This design comes from an exercise in tuning for small area on the open sky130 flow, not from production work.
Function not checked in this run: the RTL went through the layout flow alone.

==> design/flow/design.v <==
`timescale 1ns/100ps
module cordic_cell #(parameter SITA=0,N=0)
(
	input	clk, rst,
	input signed  [15:0] x_in,y_in,z_in,
	output signed [15:0] x_out,y_out,z_out
);
	reg signed [15:0] x_reg,y_reg,z_reg,x_next,y_next,z_next;
	always @ (posedge clk, posedge rst) 
	begin
		if (rst)
		begin
			x_reg <= 0;
			y_reg <= 0;
			z_reg <= 0;
		end
		else
		begin
			x_reg <= x_next;
			y_reg <= y_next;
			z_reg <= z_next;
		end	
	end
	always @ (*)
	begin
		if (z_in[15]==1'b0)
		begin
			x_next = x_in - (y_in >>> N);
			y_next = y_in + (x_in >>> N);
			z_next = z_in - SITA;
		end
		else
		begin
			x_next = x_in + (y_in >>> N);
			y_next = y_in - (x_in >>> N);
			z_next = z_in + SITA;
		end
	end
	assign x_out = x_reg;
	assign y_out = y_reg;
	assign z_out = z_reg;
endmodule
`timescale 1ns/100ps
module cordic_pipelined
(
	input  clk,rst,
	input  signed [15:0] z,
	output signed [15:0] x,y
);
	wire signed [15:0] x0, y0;
	wire signed [15:0] x1, y1, z1;
	wire signed [15:0] x2, y2, z2;
	wire signed [15:0] x3, y3, z3;
	wire signed [15:0] x4, y4, z4;
	wire signed [15:0] x5, y5, z5;
	wire signed [15:0] x6, y6, z6;
	wire signed [15:0] x7, y7, z7;
	wire signed [15:0] x8, y8, z8;
	wire signed [15:0] x9, y9, z9;
	wire signed [15:0] x10, y10, z10;
	wire signed [15:0] x11, y11, z11;
	wire signed [15:0] x12, y12, z12;
	wire signed [15:0] x13, y13, z13;
	assign x0 = 9949;
	assign y0 = 0;
	cordic_cell #(.SITA(12868),.N(0)) cell0
	(
		.clk(clk),
		.rst(rst),
		.x_in(x0),
		.y_in(y0), 
		.z_in(z),
		.x_out(x1),
		.y_out(y1),
		.z_out(z1)
	);
	cordic_cell #(.SITA(7596),.N(1)) cell1
	(
		.clk(clk),
		.rst(rst),
		.x_in(x1),
		.y_in(y1), 
		.z_in(z1),
		.x_out(x2),
		.y_out(y2),
		.z_out(z2)
	);
	cordic_cell #(.SITA(4014),.N(2)) cell2
	(
		.clk(clk),
		.rst(rst),
		.x_in(x2),
		.y_in(y2), 
		.z_in(z2),
		.x_out(x3),
		.y_out(y3),
		.z_out(z3)
	);
	cordic_cell #(.SITA(2037),.N(3)) cell3
	(
		.clk(clk),
		.rst(rst),
		.x_in(x3),
		.y_in(y3), 
		.z_in(z3),
		.x_out(x4),
		.y_out(y4),
		.z_out(z4)
	);
	cordic_cell #(.SITA(1023),.N(4)) cell4
	(
		.clk(clk),
		.rst(rst),
		.x_in(x4),
		.y_in(y4), 
		.z_in(z4),
		.x_out(x5),
		.y_out(y5),
		.z_out(z5)
	);
	cordic_cell #(.SITA(512),.N(5)) cell5
	(
		.clk(clk),
		.rst(rst),
		.x_in(x5),
		.y_in(y5), 
		.z_in(z5),
		.x_out(x6),
		.y_out(y6),
		.z_out(z6)
	);
	cordic_cell #(.SITA(256),.N(6)) cell6
	(
		.clk(clk),
		.rst(rst),
		.x_in(x6),
		.y_in(y6), 
		.z_in(z6),
		.x_out(x7),
		.y_out(y7),
		.z_out(z7)
	);
	cordic_cell #(.SITA(128),.N(7)) cell7
	(
		.clk(clk),
		.rst(rst),
		.x_in(x7),
		.y_in(y7), 
		.z_in(z7),
		.x_out(x8),
		.y_out(y8),
		.z_out(z8)
	);
	cordic_cell #(.SITA(64),.N(8)) cell8
	(
		.clk(clk),
		.rst(rst),
		.x_in(x8),
		.y_in(y8), 
		.z_in(z8),
		.x_out(x9),
		.y_out(y9),
		.z_out(z9)
	);
	cordic_cell #(.SITA(32),.N(9)) cell9
	(
		.clk(clk),
		.rst(rst),
		.x_in(x9),
		.y_in(y9), 
		.z_in(z9),
		.x_out(x10),
		.y_out(y10),
		.z_out(z10)
	);
	cordic_cell #(.SITA(16),.N(10)) cell10
	(
		.clk(clk),
		.rst(rst),
		.x_in(x10),
		.y_in(y10), 
		.z_in(z10),
		.x_out(x11),
		.y_out(y11),
		.z_out(z11)
	);
	cordic_cell #(.SITA(8),.N(11)) cell11
	(
		.clk(clk),
		.rst(rst),
		.x_in(x11),
		.y_in(y11), 
		.z_in(z11),
		.x_out(x12),
		.y_out(y12),
		.z_out(z12)
	);
	cordic_cell #(.SITA(4),.N(12)) cell12
	(
		.clk(clk),
		.rst(rst),
		.x_in(x12),
		.y_in(y12), 
		.z_in(z12),
		.x_out(x13),
		.y_out(y13),
		.z_out(z13)
	);
	cordic_cell #(.SITA(2),.N(13)) cell13
	(
		.clk(clk),
		.rst(rst),
		.x_in(x13),
		.y_in(y13), 
		.z_in(z13),
		.x_out(x),
		.y_out(y),
		.z_out()
	);
endmodule
==> design/flow/run.sh <==
#!/bin/bash
# synth_recipe.tcl (not shown) runs the flow's synth.tcl, then flattens the netlist and writes it again
# the make line also repeats each setting of config.mk as NAME=value (left out here)
make -C /OpenROAD-flow-scripts/flow DESIGN_CONFIG=/design/flow/config.mk WORK_HOME=/design/flow/orfs CLKGATE_MAP_FILE= SYNTH_SCRIPT=/design/flow/synth_recipe.tcl finish
==> design/flow/config.mk <==
export PLATFORM = sky130hd
export DESIGN_NAME = cordic_pipelined
export DESIGN_NICKNAME = cordic_pipelined
export VERILOG_FILES = /design/flow/design.v
export SDC_FILE = /design/flow/constraint.sdc
export NUM_CORES = 4
export LEC_CHECK = 0
export CAP_MARGIN = 20
export CORE_MARGIN = 2
export CORE_UTILIZATION = 40
export SLEW_MARGIN = 20
==> design/flow/constraint.sdc <==
create_clock -name core_clock -period 7.0 [get_ports {clk}]
set_input_delay 1.4000 -clock core_clock [delete_from_list [all_inputs] [get_ports {clk}]]
set_output_delay 1.4000 -clock core_clock [all_outputs]
set_load 0.01 [all_outputs]
==> results.txt <==
cell families (layout without fill, tap and decap cells):
kind of cell	Yosys count	count (layout)	synth area share
multiplexers	42	42	0.01100
AND/OR/NAND/NOR	931	931	0.1051
flip-flops	595	595	0.3578
adder cells (fa/ha/maj)	624	624	0.1944
other	1	1	0.00009011
AO/OA/AOI/OAI	1208	1208	0.1805
XOR/XNOR	581	581	0.1228
buffers and inverters	313	451	0.02829
synthesized netlist by cell type, types with 20 or more instances:
| cell | n |
|---|---|
| a21oi_1 | 481 |
| fa_1 | 38 |
| xor2_1 | 182 |
| inv_1 | 258 |
| clkbuf_1 | 43 |
| or3_1 | 20 |
| o21ai_0 | 198 |
| o21bai_1 | 58 |
| nand3_1 | 53 |
| o21a_1 | 76 |
| mux2i_1 | 23 |
| nor2b_1 | 59 |
| nor2_1 | 318 |
| nor3_1 | 117 |
| xnor2_1 | 397 |
| nand2b_1 | 75 |
| a211oi_1 | 31 |
| nand2_1 | 197 |
| and3_1 | 22 |
| ha_1 | 585 |
| dfrtp_1 | 595 |
| a31oi_1 | 38 |
| a21o_1 | 161 |
per-layer routing:
metal	share of wire	vias to the layer above	GRT usage	routed length, um
met2	0.51	352	0.2996	44200
met1	0.44	14390	0.1981	38200
met5	0.00015	-	0	13
met4	0.024	2	0.04777	2068
met3	0.027	134	0.02162	2338
li1	-	15350	-	-
worst register-to-register path: cells and delay by family (launching register included):
family | cells | cell delay [ns]
AO/OA/AOI/OAI | 5 | 1.04
flip-flops | 1 | 0.71
buffers and inverters | 1 | 0.69
XOR/XNOR | 1 | 0.13
adder cells (fa/ha/maj) | 1 | 0.41
AND/OR/NAND/NOR | 2 | 0.89
cell type report:
class                   instances  area share
clock buffers                  97     0.04446
repair buffers                 62     0.01368
inverters                     261     0.02126
multi-input cells            3387      0.5522
clock inverters                31    0.009222
well taps                    1380     0.03732
flip-flops and latches        595      0.3218
per-stage QoR:
stage	setup TNS [ns]	area [sq um]	setup slack [ns]	hold slack [ns]	util
after floorplan	-1495.41	41620	-2.513	0.3312	-
after global placement	0	43750	2.693	0.3323	0.4233
after detailed placement	0	43750	2.645	0.3347	0.4233
after CTS	0	46240	2.991	0.3368	0.4474
after global routing	0	46260	2.577	0.3418	0.4476
final	0	46260	3.036	0.3400	0.4476
worst max path at each step:
| stage | start | endpoint | slack [ns] |
|---|---|---|---|
| finish | cell9.z_reg[15] | cell10.y_reg[15] | 3.04 |
| detailed placement | z[15] | cell0.z_reg[14] | 2.64 |
| CTS | cell9.z_reg[15] | cell10.y_reg[15] | 2.99 |
| global placement | z[15] | cell0.z_reg[14] | 2.69 |
| global route | cell9.z_reg[15] | cell10.y_reg[15] | 2.58 |
| floorplan | rst | cell0.y_reg[0] | -2.51 |
==> summary.txt <==
Synthesis
  • Synthesis-stage register bit count: 595
  • Largest cells by area after synthesis: dfrtp_1 (36%), ha_1 (18%), xnor2_1 (8.4%)
  • EDFF count, synth: 0
  • Syn avg cell area: around 9.7 sq um
  • Cell area after synthesis: between 40000 and 50000 sq um
  • Post-synthesis cell type count: 81
  • Async S/R FF share, synth: 1.000
  • Dominant synthesized flop cell: dfrtp_1
  • Yosys synthesis warning count: 14
  • Syn Nets: 4936
  • Yosys top cell area share: 0.3578
  • Syn Inst Count: around 4300
  • Leading area contributor after synthesis: dfrtp_1
  • Sequential share of the synthesized area: 0.3578

Placed design
  • Placed cells: 5684
  • PortBufs: 49
  • Hpwl dp: between 60000 and 70000 um
  • GP Congestion: 0.8540

STA
  • Final setup fails: 0
  • Minimum clock period: ~4.0 ns
  • Clk_skew: 0.03212 ns
  • Slew Limit Fails: 0
  • Achievable frequency: 252.3 MHz
  • RSZ-0062 raised after global routing: false
  • Worst slew pin tran: approximately 1.0 ns
  • Rel. slew slack: 0.3070
  • Final Hold Viols: 0
  • Fin crit share: 0.5663

Floorplan
  • Boundary pin count: 50
  • Die area: 106600 sq um
  • Initial Util: 0.4027
  • Row count: ~120
  • Die Span X: 326.5 um
  • Die Y: 326.5 um
  • Core area: a little over 100000 sq um

Worst setup path
  • Cell depth of the worst setup path: 10
  • Critical path capture point type: flop
  • CP Class: reg2reg
  • WP buf/inv: 1
  • R2R depth: 10
  • Cell repeated most along the worst path: o21ai_0
  • Worst path top cell family by delay: compound AO/OA/AOI/OAI gates
  • Worst-path maximum fanout: 19
  • Crit path largest cell delay: just over 0.7 ns
  • R2r endpoint: cell10.y_reg[15]
  • Reg-to-reg startpoint: cell9.z_reg[15]
  • Startpoint types: flop
  • CP cell instances: clkinv_1, nor2_1, o21ai_0, ha_1, a21oi_1, o21ai_0, a21o_1, or4_1, a31oi_1, xnor2_1
  • Slowest cell on the critical path: dfrtp_1
  • R2R setup slack: between 3 and 4 ns
  • Worst EP arrival: roughly 4.5 ns
  • Data required, critical path: roughly 7.5 ns

CTS
  • Root Buffer: clkbuf_16
  • Clk Latency, worst-skew pair: approximately 0.63 ns
  • Clock-pin slew on the worst setup and hold paths: about 0.06 ns
  • Hold Buf Count CTS: 0
  • Clock Tree Buf Depth: 3
  • Resized cells post-CTS: 0
  • H-tree depth: 3
  • TritonCTS clock tree: yes
  • Postcts setup bufs: 0
  • Number of clock sinks: 595
  • CTS buffer count: around 70

Cells and area
  • Ant. Diodes: 0
  • Commonest non-fill, non-tap cell in the layout: dfrtp_1
  • Final std cells w/o fill: 5813
  • Area Overhead vs Synth: 11.17%
  • Most used cells in the layout excluding fill and tap cells: dfrtp_1 (595), ha_1 (585), a21oi_1 (481)
  • Seq. cell area: between 10000 and 15000 sq um
  • Fill count: ~10000
  • Layout cells sized above 1: 0.04286
  • Final net count: around 5000
  • Multi-input logic area: 25550 sq um

Worst hold path
  • Hold Startpoint: cell4.z_reg[8]
  • Worst Hold Class: reg2reg
  • Hold Path Stages: 0
  • Hold worst-path end: cell5.z_reg[8]

GRT
  • Number of global-route vias before repair: 29960
  • GRT Resource Usage Total: 0.1632
  • GRT Residual Overflow: 0
  • Initial antenna violation count: 1
  • First-pass GRT wire length: between 100000 and 150000 um
  • Largest net degree at the start of global routing: 168

Outcome
  • Status: complete, no violations

Drt
  • Antenna Violating Nets Remaining: 0
  • DR vias/cell: 5.199
  • Detailed-route via count: approximately 30000
  • First-pass detailed-route iteration total: 5
  • Post-route DRC violation count: 0
  • DR WL/cell: 14.94 um
  • Detailed Route Iter0 Violations: 1500
  • Drt total wl: about 87000 um

Run
  • Max_cap viols: 0

## separate check: timing with driven ports
In the flow no input, the clock included, has a driving cell. The finished layout below was timed again as built, in two steps.
Step 1: set_driving_cell puts a clkbuf_16 on clk and a buf_2 on each other input, an assumption about the parent block.
Step 2 times the ports against the registers' clock, not the clock port: input delays grow and output delays shrink by t, the midpoint of the rising clock arrivals with the driver on.
Three values: no drivers, after step 1, after step 2; two values: the first two.
t (ns): 0.674
slack for setup (ns): 3.036 / 3.036 / 2.641
worst setup path at the end: input to register
worst data-port slew with drivers (ns): 0.03
pins driven straight from the clock port: 1
After both steps this run still meets setup and hold. For this run, drivers alone change the setup slack by 0.000 ns; drivers and shift together by -0.395 ns.
